Background: an optimization exercise with open tools, aiming at small area. Do not read the settings as production practice. At most, simulation tests tie the RTL to the original design; equivalence was not proved. Power is estimated from default activity; no workload was simulated.

// cache_l1
module cache_l1
	#(
		parameter DATA_WDT  = 64,
		parameter LINE_SIZE = 512 / DATA_WDT
	)
	(
		input								clk,
		input								rst_n,
		input								th_cgra_cache_flush,
		input		[32 - 1 : 0]			agent_req_addr,
		input								agent_req_en,
		input								agent_req_wr,
		input		[DATA_WDT - 1 : 0]		agent_req_wr_data,
		output reg 							agent_req_done,
		output reg							agent_req_hit,
		output reg							agent_req_miss,
		output reg							agent_req_block,
		output 		[DATA_WDT - 1:0]		agent_req_data,
		input								mem_read_valid,
		input		[DATA_WDT - 1 : 0]		mem_read_data,
		output reg							mem_req_en,
		output 		[32 - 1 : 0]			mem_req_addr,
		input		[31 : 0]				i_coherence_addr_1, i_coherence_addr_2, i_coherence_addr_3,
		input 								i_coherence_valid_1, i_coherence_valid_2, i_coherence_valid_3,
		output reg							o_coherence_valid_1, o_coherence_valid_2, o_coherence_valid_3,
		input 								i_coherence_ack_1, i_coherence_ack_2, i_coherence_ack_3,
		output reg							o_coherence_ack_1, o_coherence_ack_2, o_coherence_ack_3,
		output reg 	[31 : 0]				o_coherence_addr
	);
For scale: about 4700 flip-flops, about 130000 um2 of cells after synthesis.
Settings: LEC_CHECK=0, CAP_MARGIN=5, CORE_MARGIN=2, CORE_UTILIZATION=60, CTS_BUF_LIST=sky130_fd_sc_hd__clkbuf_16, CTS_CLUSTER_DIAMETER=60, CTS_CLUSTER_SIZE=30, PLACE_DENSITY=0.75, SLEW_MARGIN=5; clock period 10.0 ns.
run.sh (not shown) runs the stock make flow with config.mk's settings and CLKGATE_MAP_FILE= SYNTH_SCRIPT=/design/flow/synth_recipe.tcl, a recipe that flattens the netlist after the stock synthesis.
Edit:
CAP_MARGIN = 20   (was 5)
SLEW_MARGIN = 20   (was 5)
- The changed run completed with no timing, DRC or antenna violations
- wire length barely changes
- first-iteration DRC count goes down by 1.2%
- critical path depth stays the same
- worst setup slack improves by 0.15 ns
- flip-flop and latch count is unchanged
Edit:
CORE_UTILIZATION = 45   (was 60)
CTS_BUF_LIST = sky130_fd_sc_hd__clkbuf_8 sky130_fd_sc_hd__clkbuf_16   (was sky130_fd_sc_hd__clkbuf_16)
CTS_CLUSTER_DIAMETER = 55   (was 60)
CTS_CLUSTER_SIZE = 25   (was 30)
PLACE_DENSITY = default   (was 0.75)
What happened:
- The new run ran to the end with no violations
- clock-buffer cell count came out higher by 138
- maximum frequency went down by 0.38%
- sequential power barely changes
- cell area went up by 4.5%
- first-iteration DRC count falls by 17%
- wire length went up by 8.4%
- hold slack degrades by 0.021 ns
Edit:
CORE_UTILIZATION = 60   (was 45)
CTS_BUF_LIST = sky130_fd_sc_hd__clkbuf_8   (was sky130_fd_sc_hd__clkbuf_8 sky130_fd_sc_hd__clkbuf_16)
CTS_CLUSTER_DIAMETER = 40   (was 55)
CTS_CLUSTER_SIZE = 20   (was 25)
PLACE_DENSITY = 0.75   (was default)
- The changed run passed the timing, design-rule and antenna checks
- final area came out lower by about 1.8%
- cell count came out lower by 5.0%
- hold slack loses 0.033 ns
- die area came out lower by about 25%
- sequential cell count is unchanged
- utilization came out higher by 16 points
- total power came out lower by 2.7%
- clock power came out lower by about 10%

Starting RTL as in the previous note.
Settings: LEC_CHECK=0, CAP_MARGIN=20, CORE_MARGIN=2, CORE_UTILIZATION=60, CTS_BUF_LIST=sky130_fd_sc_hd__clkbuf_16, CTS_CLUSTER_DIAMETER=60, CTS_CLUSTER_SIZE=30, PLACE_DENSITY=0.75, SLEW_MARGIN=20; clock period 10.0 ns.
standard.sh (not shown) runs the stock make flow with config.mk's settings and CLKGATE_MAP_FILE= SYNTH_SCRIPT=/design/flow/synth_recipe.tcl, a recipe that flattens the netlist after the stock synthesis.
==> flow/flow/run.sh <==
#!/bin/bash
# Standard layout, but with a small buffer on every input and output port.
set -e
export BUFFER_PORTS_ARGS="-buffer_cell sky130_fd_sc_hd__buf_1"
bash standard.sh > standard.log 2>&1
The baseline completed without violations.
Then changed:
--- a/flow/config.mk
+++ b/flow/config.mk
@@ -10 +10 @@
-export CORE_UTILIZATION = 60
+export CORE_UTILIZATION = 45
@@ -14 +13,0 @@
-export PLACE_DENSITY = 0.75
The changed run ran to the end with no violations.
Power grows by 4.9%.
Worst setup slack got worse by 0.053 ns.
Non-clock buffer count increases by 22.
Clock-buffer cell count came out higher by 68.
Cell area climbs by 2.9%.
Via count decreases by 2.0%.
Area after synthesis is unchanged.
Clock power came out higher by 25%.
Wire length goes up by 7.1%.
Then changed:
==> flow/run.sh (new file) <==
#!/bin/bash
# synth_recipe.tcl (not shown) runs the flow's synth.tcl, then flattens the netlist and writes it again
# the make line also repeats each setting of config.mk as NAME=value (left out here)
make -C /OpenROAD-flow-scripts/flow DESIGN_CONFIG=/design/flow/config.mk WORK_HOME=/design/flow/orfs CLKGATE_MAP_FILE= SYNTH_SCRIPT=/design/flow/synth_recipe.tcl finish
--- a/flow/config.mk
+++ b/flow/config.mk
@@ -10 +10 @@
-export CORE_UTILIZATION = 45
+export CORE_UTILIZATION = 72
@@ -13,0 +14 @@
+export PLACE_DENSITY = 0.85
removed: flow/flow/run.sh
removed: flow/standard.sh
Total power came out lower by 3.7%.
Setup slack gets better by 0.13 ns.
Non-clock buffer count goes down by 13.
Sequential share of layout area rises by 1.3 points.
Die area went down by 37%.
Synthesized area is unchanged.
Final area came out lower by 1.9%.
Register-to-register slack gains 0.13 ns.

Setup of build 31:
cache_l1, a different RTL version from the one above (not shown whole).
For scale: ~4700 flip-flops, ~410 I/O pins, roughly 140000 um^2 of cells after synthesis.
clock: 10.0 ns
lec_check: 0
cap_margin: 20
core_margin: 2
core_utilization: 65
cts_buf_list: sky130_fd_sc_hd__clkbuf_4
cts_cluster_size: 30
slew_margin: 20
run.sh (not shown) runs the stock make flow with config.mk's settings and CLKGATE_MAP_FILE= SYNTH_SCRIPT=/design/flow/synth_recipe.tcl, a recipe that flattens the netlist after the stock synthesis.
Stock flow here: none of the scripts above is used.
The flow did not stop early for build 31: all stages ran, and the layout cleared the timing, design-rule and antenna checks.
Relative to build 31, the following input files were edited for trial 25:
- CORE_UTILIZATION: 65 -> 45
- CTS_BUF_LIST: sky130_fd_sc_hd__clkbuf_4 -> unset
- CTS_CLUSTER_SIZE: 30 -> unset
### Flow results
Changes observed in trial 25 relative to build 31: antenna cell count decreased 4; final net count decreased 704.
Of the two values seen for slowest library cell on the worst path, buf_4 was produced by trial 25 and nor2_4 by build 31.
Relative to build 31, the final cell count of trial 25 is higher by 1.9%.
Trial 25 — count of plain and timing-repair buffers in the layout 4.1% lower, build 31 as reference
Changes observed in trial 25 relative to build 31: worst hold slack saw a decrease, proportion of cell area occupied by registers saw a decrease, clock network area share saw an increase, largest stage delay on the critical path saw a decrease, area of the core region saw an increase.
Trial 25 | stages: all done | timing, DRC, antenna: all pass
On number of antenna violations at the first check in global routing, the lower figure sits with build 31, not trial 25.

Another version of the RTL of cache_l1 (not shown whole).
Size in the first run: roughly 10000 cells after synthesis, roughly 4700 flip-flops, about 410 I/O pins.
==> flow/config.mk <==
export PLATFORM = sky130hd
export DESIGN_NAME = cache_l1
export DESIGN_NICKNAME = cache_l1
export VERILOG_FILES = /design/flow/design.v
export SDC_FILE = /design/flow/constraint.sdc
export NUM_CORES = 4
export LEC_CHECK = 0
export CAP_MARGIN = 20
export CORE_MARGIN = 2
export CORE_UTILIZATION = 45
export CTS_BUF_LIST = sky130_fd_sc_hd__clkbuf_16
export CTS_CLUSTER_DIAMETER = 60
export CTS_CLUSTER_SIZE = 30
export SLEW_MARGIN = 20
==> flow/constraint.sdc <==
create_clock -name core_clock -period 10.0 [get_ports {clk}]
set_input_delay 2.0000 -clock core_clock [delete_from_list [all_inputs] [get_ports {clk}]]
set_output_delay 2.0000 -clock core_clock [all_outputs]
set_load 0.01 [all_outputs]
Change:
- CTS_BUF_LIST: sky130_fd_sc_hd__clkbuf_16 -> sky130_fd_sc_hd__clkbuf_8
- CTS_CLUSTER_DIAMETER: 60 -> 50
- CTS_CLUSTER_SIZE: 30 -> 20
Effect: The new run ran to the end with no violations; clock skew climbs by 0.035 ns; sequential power is about the same; count of clock-buffer cells in the layout climbs by 133.
Function was not checked in any run of this note: the RTL went through the layout flow alone.

-- port drivers added, routing unchanged --
No port has a modelled driver above. Below, the same layouts with a new extraction and two added sets of constraints. Step 1, drivers: a clkbuf_16 drives clk and a buf_2 each remaining input, both assumed. Step 2 times the ports against the registers' clock, not the clock port: input delays grow and output delays shrink by t, the midpoint of the rising clock arrivals with the driver on. Slacks: ideal ports / drivers / drivers and shift; pairs: ideal ports / drivers.
run	t, ns	setup slack, ns	slew at the worst register clock pin (ns)
the first run of note 1	1.003	1.312 / 1.312 / 1.312	0.12 / 0.12
the second run of note 1	1.009	1.465 / 1.465 / 1.465	0.12 / 0.12
the third run of note 1	1.039	1.432 / 1.432 / 1.432	0.10 / 0.10
the fourth run of note 1	1.241	1.387 / 1.387 / 1.387	0.12 / 0.12
the first run of note 2	0.999	1.334 / 1.334 / 1.334	0.11 / 0.11
the second run of note 2	1.022	1.281 / 1.281 / 1.281	0.11 / 0.11
the third run of note 2	1.002	1.408 / 1.408 / 1.408	0.12 / 0.12
build 31	1.489	1.162 / 1.073 / 2.561	0.08 / 0.08
trial 25	1.047	2.370 / 2.272 / 3.319	0.07 / 0.07
the first run of note 4	1.040	2.097 / 1.989 / 2.322	0.11 / 0.11
the second run of note 4	1.216	1.871 / 1.772 / 2.336	0.12 / 0.12
After both steps every run listed still meets setup and hold.
